Background: an optimization exercise with open tools, aiming at small area, a short achievable clock period and few clock cycles per item. Do not read the settings as production practice.
At most, simulation tests tie the RTL to the original design; equivalence was not proved.

## onyx
==> flow/design.v <==
module ysyx_divunit (
    input             clk,
    input             rstn,
    input             div_valid,
    input             div_word,
    input             div_sign,
    input             alu_sec,
    input      [63:0] dividend,
    input      [63:0] divisor,
    output            res_rdy,
    output     [63:0] div_res
);
localparam S_IDLE = 3'd0, S_SHIFT = 3'd1, S_ITER = 3'd2, S_NEG = 3'd3, S_DONE = 3'd4;
reg  [2:0]  state;
reg  [63:0] rem;      
reg  [63:0] dsr;      
reg  [63:0] quo;      
reg  [5:0]  cnt;      
reg         nb_r, sec_r, w_r, cin_r, negq_r, negr_r, done_r;
reg  [2:0]  f1, f0;
wire [63:0] a64 = div_word ? {{32{div_sign & dividend[31]}}, dividend[31:0]} : dividend;
wire [63:0] b64 = div_word ? {{32{div_sign & divisor[31]}},  divisor[31:0]}  : divisor;
wire        na  = div_sign & a64[63];
wire        nb  = div_sign & b64[63];
wire [63:0] xa  = a64 ^ {64{na}};    
wire [63:0] xb  = b64 ^ {64{nb}};    
function [6:0] msb64(input [63:0] x);
    reg [31:0] v1; reg [1*32-1:0] p1;
    reg [15:0] v2; reg [2*16-1:0] p2;
    reg [7:0]  v3; reg [3*8-1:0]  p3;
    reg [3:0]  v4; reg [4*4-1:0]  p4;
    reg [1:0]  v5; reg [5*2-1:0]  p5;
    integer i;
    begin
        for (i = 0; i < 32; i = i + 1) begin
            v1[i] = x[2*i+1] | x[2*i];
            p1[i] = x[2*i+1];
        end
        for (i = 0; i < 16; i = i + 1) begin
            v2[i] = v1[2*i+1] | v1[2*i];
            p2[2*i +: 2] = v1[2*i+1] ? {1'b1, p1[(2*i+1)*1 +: 1]} : {1'b0, p1[(2*i)*1 +: 1]};
        end
        for (i = 0; i < 8; i = i + 1) begin
            v3[i] = v2[2*i+1] | v2[2*i];
            p3[3*i +: 3] = v2[2*i+1] ? {1'b1, p2[(2*i+1)*2 +: 2]} : {1'b0, p2[(2*i)*2 +: 2]};
        end
        for (i = 0; i < 4; i = i + 1) begin
            v4[i] = v3[2*i+1] | v3[2*i];
            p4[4*i +: 4] = v3[2*i+1] ? {1'b1, p3[(2*i+1)*3 +: 3]} : {1'b0, p3[(2*i)*3 +: 3]};
        end
        for (i = 0; i < 2; i = i + 1) begin
            v5[i] = v4[2*i+1] | v4[2*i];
            p5[5*i +: 5] = v4[2*i+1] ? {1'b1, p4[(2*i+1)*4 +: 4]} : {1'b0, p4[(2*i)*4 +: 4]};
        end
        msb64 = {v5[1] | v5[0], v5[1] ? {1'b1, p5[9:5]} : {1'b0, p5[4:0]}};
    end
endfunction
wire [63:0] xa2 = na ? {~a64[62:0], 1'b1} : a64;
wire [6:0] ma = msb64(xa2);
wire [6:0] mb = msb64(xb);
wire       va = ma[6], vb = mb[6];
wire [5:0] pa = ma[5:0];
wire [5:0] pb = vb ? mb[5:0] : 6'd0;
wire       bz   = ~vb & ~nb;                                  
wire [6:0] sdif = {1'b0, pa} - {1'b0, pb};                    
wire       k0   = bz | ~va | sdif[6];                         
wire [63:0] y0 = quo;
wire [63:0] y1 = cnt[0] ? {y0[62:0], {1{nb_r}}}  : y0;
wire [63:0] y2 = cnt[1] ? {y1[61:0], {2{nb_r}}}  : y1;
wire [63:0] y3 = cnt[2] ? {y2[59:0], {4{nb_r}}}  : y2;
wire [63:0] y4 = cnt[3] ? {y3[55:0], {8{nb_r}}}  : y3;
wire [63:0] y5 = cnt[4] ? {y4[47:0], {16{nb_r}}} : y4;
wire [63:0] y6 = cnt[5] ? {y5[31:0], {32{nb_r}}} : y5;
wire        q;
wire [63:0] t;
add_pfx #(.N(64)) u_add (.a(rem), .b(~dsr), .ci(cin_r), .s(t), .co(q));
wire last   = (cnt == 6'd0);
wire s_idle = (state == S_IDLE), s_sh = (state == S_SHIFT), s_iter = (state == S_ITER), s_neg = (state == S_NEG);
wire mvq    = s_iter & last & ~sec_r;                 
wire take   = (q & s_iter & ~mvq) | s_sh | s_neg;
wire [63:0] alt = s_idle ? xa : (mvq ? {quo[62:0], q} : rem);
always @(posedge clk or negedge rstn) begin
    if (!rstn) begin
        state  <= S_IDLE;
        done_r <= 1'b0;
    end else begin
        done_r <= 1'b0;
        case (state)
            S_IDLE:  if (div_valid) begin
                         if (k0) begin state <= S_DONE; done_r <= 1'b1; end else state <= S_SHIFT;
                     end
            S_SHIFT: state <= S_ITER;
            S_ITER:  if (last) begin
                         if (negq_r | negr_r) state <= S_NEG;
                         else begin state <= S_DONE; done_r <= 1'b1; end
                     end
            S_NEG:   begin state <= S_DONE; done_r <= 1'b1; end
            default: state <= S_IDLE;
        endcase
    end
end
always @(posedge clk) begin
    rem <= take ? t : alt;
    case (state)
        S_IDLE: begin
            quo    <= xb;
            dsr    <= {64{1'b1}};
            nb_r   <= nb;
            sec_r  <= alu_sec;
            w_r    <= div_word;
            cin_r  <= na;
            negq_r <= ~alu_sec & (na ^ nb);
            negr_r <= alu_sec & na;
            cnt    <= sdif[5:0];
            if (!k0) begin
                f1 <= 3'b111;
                f0 <= 3'b000;
            end else if (alu_sec) begin    
                f1 <= {~na & ~div_word, ~na, ~na};
                f0 <= {na & ~div_word, na, na};
            end else begin                 
                f1 <= {bz & ~na & ~div_word, bz & ~na, bz};
                f0 <= {bz & ~na & ~div_word, bz & ~na, bz};
            end
        end
        S_SHIFT: begin
            dsr   <= y6;
            quo   <= 64'd0;
            cin_r <= ~nb_r;
        end
        S_ITER: begin
            dsr <= last ? 64'd0 : {1'b0, dsr[63:1]};
            quo <= {quo[62:0], q};
            cnt <= cnt - 6'd1;
            if (last) cin_r <= 1'b0;
        end
        S_NEG: begin
            f1 <= 3'b000;
            f0 <= {~w_r, 2'b11};
        end
        default: ;
    endcase
end
genvar gi;
generate
    for (gi = 0; gi < 64; gi = gi + 1) begin : g_out
        localparam integer G = (gi == 0) ? 0 : (gi < 32) ? 1 : 2;
        assign div_res[gi] = rem[gi] ? f1[G] : f0[G];
    end
endgenerate
assign res_rdy = done_r;
endmodule
module add_pfx #(parameter N = 64) (
    input  [N-1:0] a,
    input  [N-1:0] b,
    input          ci,
    output [N-1:0] s,
    output         co
);
localparam M = N + 1;    
reg [M-1:0] g, p;
integer d, i;
always @* begin
    g = {a & b, ci};
    p = {a ^ b, 1'b0};
    for (d = 1; d < M; d = d * 2)
        for (i = M-1; i >= 0; i = i - 1)
            if ((i / d) % 2 == 1) begin
                g[i] = g[i] | (p[i] & g[(i/d)*d - 1]);
                p[i] = p[i] & p[(i/d)*d - 1];
            end
end
assign s  = (a ^ b) ^ g[M-2:0];
assign co = g[M-1];
endmodule
export LEC_CHECK = 0
export CAP_MARGIN = 20
export CORE_MARGIN = 2
export CORE_UTILIZATION = 50
export PLACE_DENSITY = 0.6
export SETUP_SLACK_MARGIN = 5
export SLEW_MARGIN = 20
create_clock -name core_clock -period 10.0 [get_ports {clk}]
run.sh (not shown) runs the stock make flow with config.mk's settings and CLKGATE_MAP_FILE= SYNTH_SCRIPT=/design/flow/synth_recipe.tcl, a recipe that flattens the netlist after the stock synthesis.
Testbench counts of onyx, summed over its fixed seeds: cycles 36,333, divs 3,200.
Input-level comparison between raven and onyx:
Settings: PLACE_DENSITY: 0.6 -> 0.75; CORE_UTILIZATION: 50 -> 65.
Compared with onyx, raven shows pin count of the biggest net entering global routing that has gone up by more than 10%.
Compared raven against onyx; clock input transition at the sequential cells of the worst setup and hold paths within noise.
onyx reports its critical path endpoint as done_r while raven reports cnt[4].
Reported for raven and onyx, total number of sequential cells turned out identical to the last digit.

========
Another version of the RTL of ysyx_divunit (not shown whole).
For scale: about 230 flip-flops.
clock: 10.0 ns
lec_check: 0
cap_margin: 20
core_margin: 2
core_utilization: 50
place_density: 0.6
setup_slack_margin: 5
slew_margin: 20
standard.sh (not shown) runs the stock make flow with config.mk's settings and CLKGATE_MAP_FILE= SYNTH_SCRIPT=/design/flow/synth_recipe.tcl, a recipe that flattens the netlist after the stock synthesis.
==> flow/flow/run.sh <==
#!/bin/bash
set -euo pipefail
bash standard.sh "BUFFER_PORTS_ARGS=-buffer_cell sky130_fd_sc_hd__buf_1" \
  "CTS_ARGS=-sink_clustering_enable -repair_clock_nets -dont_use_dummy_load" \
  SETUP_SLACK_MARGIN=5.5 finish > standard.log 2>&1
The first run finished clean.
Then changed:
==> flow/flow/run.sh (replaced) <==
#!/bin/bash
set -euo pipefail
bash standard.sh "BUFFER_PORTS_ARGS=-buffer_cell sky130_fd_sc_hd__buf_1" \
  "CTS_ARGS=-sink_clustering_enable -repair_clock_nets -dont_use_dummy_load" \
  SETUP_SLACK_MARGIN=6.0 finish > standard.log 2>&1
Settings changed: CORE_UTILIZATION 50 to 60, PLACE_DENSITY 0.6 to 0.7.
Outcome: The changed run completed without violations. Non-clock buffer count went up by 191. Wire length came out higher by about 20%. Sequential cell count is unchanged.
Function was not checked in any run of this note: the RTL went through the layout flow alone.

========
Another version of the RTL of ysyx_divunit (not shown whole).
Size: about 200 I/O pins, roughly 21,000 sq um of cells after synthesis.
Settings: LEC_CHECK=0, CAP_MARGIN=20, CORE_MARGIN=2, CORE_UTILIZATION=50, CTS_BUF_LIST=sky130_fd_sc_hd__clkbuf_4 sky130_fd_sc_hd__clkbuf_8, CTS_CLUSTER_SIZE=24, PLACE_DENSITY=0.6, SETUP_SLACK_MARGIN=5, SLEW_MARGIN=20; clock period 10.0 ns.
==> flow/flow/run.sh <==
#!/bin/bash
# The standard ORFS layout; the port buffers are buf_1 cells instead of the
# resizer's default pick (a delay buffer). Full make output goes to standard.log.
set -euo pipefail
bash standard.sh "BUFFER_PORTS_ARGS=-buffer_cell sky130_fd_sc_hd__buf_1" finish > standard.log 2>&1
Next try:
==> flow/run.sh (new file) <==
#!/bin/bash
# synth_recipe.tcl (not shown) runs the flow's synth.tcl, then flattens the netlist and writes it again
# the make line also repeats each setting of config.mk as NAME=value (left out here)
make -C /OpenROAD-flow-scripts/flow DESIGN_CONFIG=/design/flow/config.mk WORK_HOME=/design/flow/orfs CLKGATE_MAP_FILE= SYNTH_SCRIPT=/design/flow/synth_recipe.tcl finish
- CTS_BUF_LIST: sky130_fd_sc_hd__clkbuf_4 sky130_fd_sc_hd__clkbuf_8 -> unset
- CTS_CLUSTER_SIZE: 24 -> unset
removed: flow/flow/run.sh
removed: flow/standard.sh
Effect:
- sequential cell count is unchanged
- area after synthesis is unchanged
- register-to-register slack got worse by 0.08 ns
- first-iteration DRC count goes up by about a fifth
- cell area goes up by a few percent
- setup slack got worse by 0.0099 ns
Next try:
==> flow/flow/run.sh (new file) <==
#!/bin/bash
# The standard ORFS layout; the port buffers are buf_1 cells instead of the
# resizer's default pick (a delay buffer). Full make output goes to standard.log.
set -euo pipefail
bash standard.sh "BUFFER_PORTS_ARGS=-buffer_cell sky130_fd_sc_hd__buf_1" SETUP_SLACK_MARGIN=5.5 finish > standard.log 2>&1
==> flow/standard.sh (new file) <==
#!/bin/bash
# synth_recipe.tcl (not shown) runs the flow's synth.tcl, then flattens the netlist and writes it again
# the make line also repeats each setting of config.mk as NAME=value (left out here)
make -C /OpenROAD-flow-scripts/flow DESIGN_CONFIG=/design/flow/config.mk WORK_HOME=/design/flow/orfs CLKGATE_MAP_FILE= SYNTH_SCRIPT=/design/flow/synth_recipe.tcl "${@:-finish}"
removed: flow/run.sh
What happened: Via count hardly moves; cell count hardly moves; cell area came out lower by 4.7%; count of clock-buffer cells in the layout came out higher by 9; global-route usage came out lower by 0.20 points.
No functional check of the RTL was part of any run of this note.

what the ideal ports hide:
In the flow no input, the clock included, has a driving cell. The finished layouts below were timed again as built, in two steps. Step 1 (the two cells are an assumption about what drives the block):
set clk [get_ports {clk}]
set_driving_cell -lib_cell sky130_fd_sc_hd__clkbuf_16 $clk
set_driving_cell -lib_cell sky130_fd_sc_hd__buf_2 [delete_from_list [all_inputs] $clk]
Step 2 moves the port delays by t, midway between the first and last clock arrival at a register: inputs arrive t later, outputs are due t later. That takes back most of the time a late clock gives input paths. Slacks: ideal ports / drivers / drivers and shift; pairs: ideal ports / drivers.
run	t, ns	setup slack, ns	worst setup path at the end	worst data-port slew with drivers (ns)	cell pins on the clock port's net
onyx	0.613	4.163 / 4.163 / 3.550	input to register	0.07	1
raven	0.593	3.955 / 3.981 / 3.387	input to register	0.06	1
the first run of note 2	0.599	5.443 / 5.443 / 4.947	input to register	0.07	1
the second run of note 2	0.643	5.346 / 5.346 / 4.966	input to register	0.08	1
the first run of note 3	0.653	5.141 / 5.176 / 4.523	input to register	0.06	1
the second run of note 3	0.626	5.131 / 5.169 / 4.543	input to register	0.05	1
the third run of note 3	0.616	5.643 / 5.683 / 5.067	input to register	0.06	1
After both steps setup and hold are still met in every run listed. The setup slack of the first run of note 3, which loses most, moves by +0.035 ns with the drivers and by -0.618 ns with both steps.
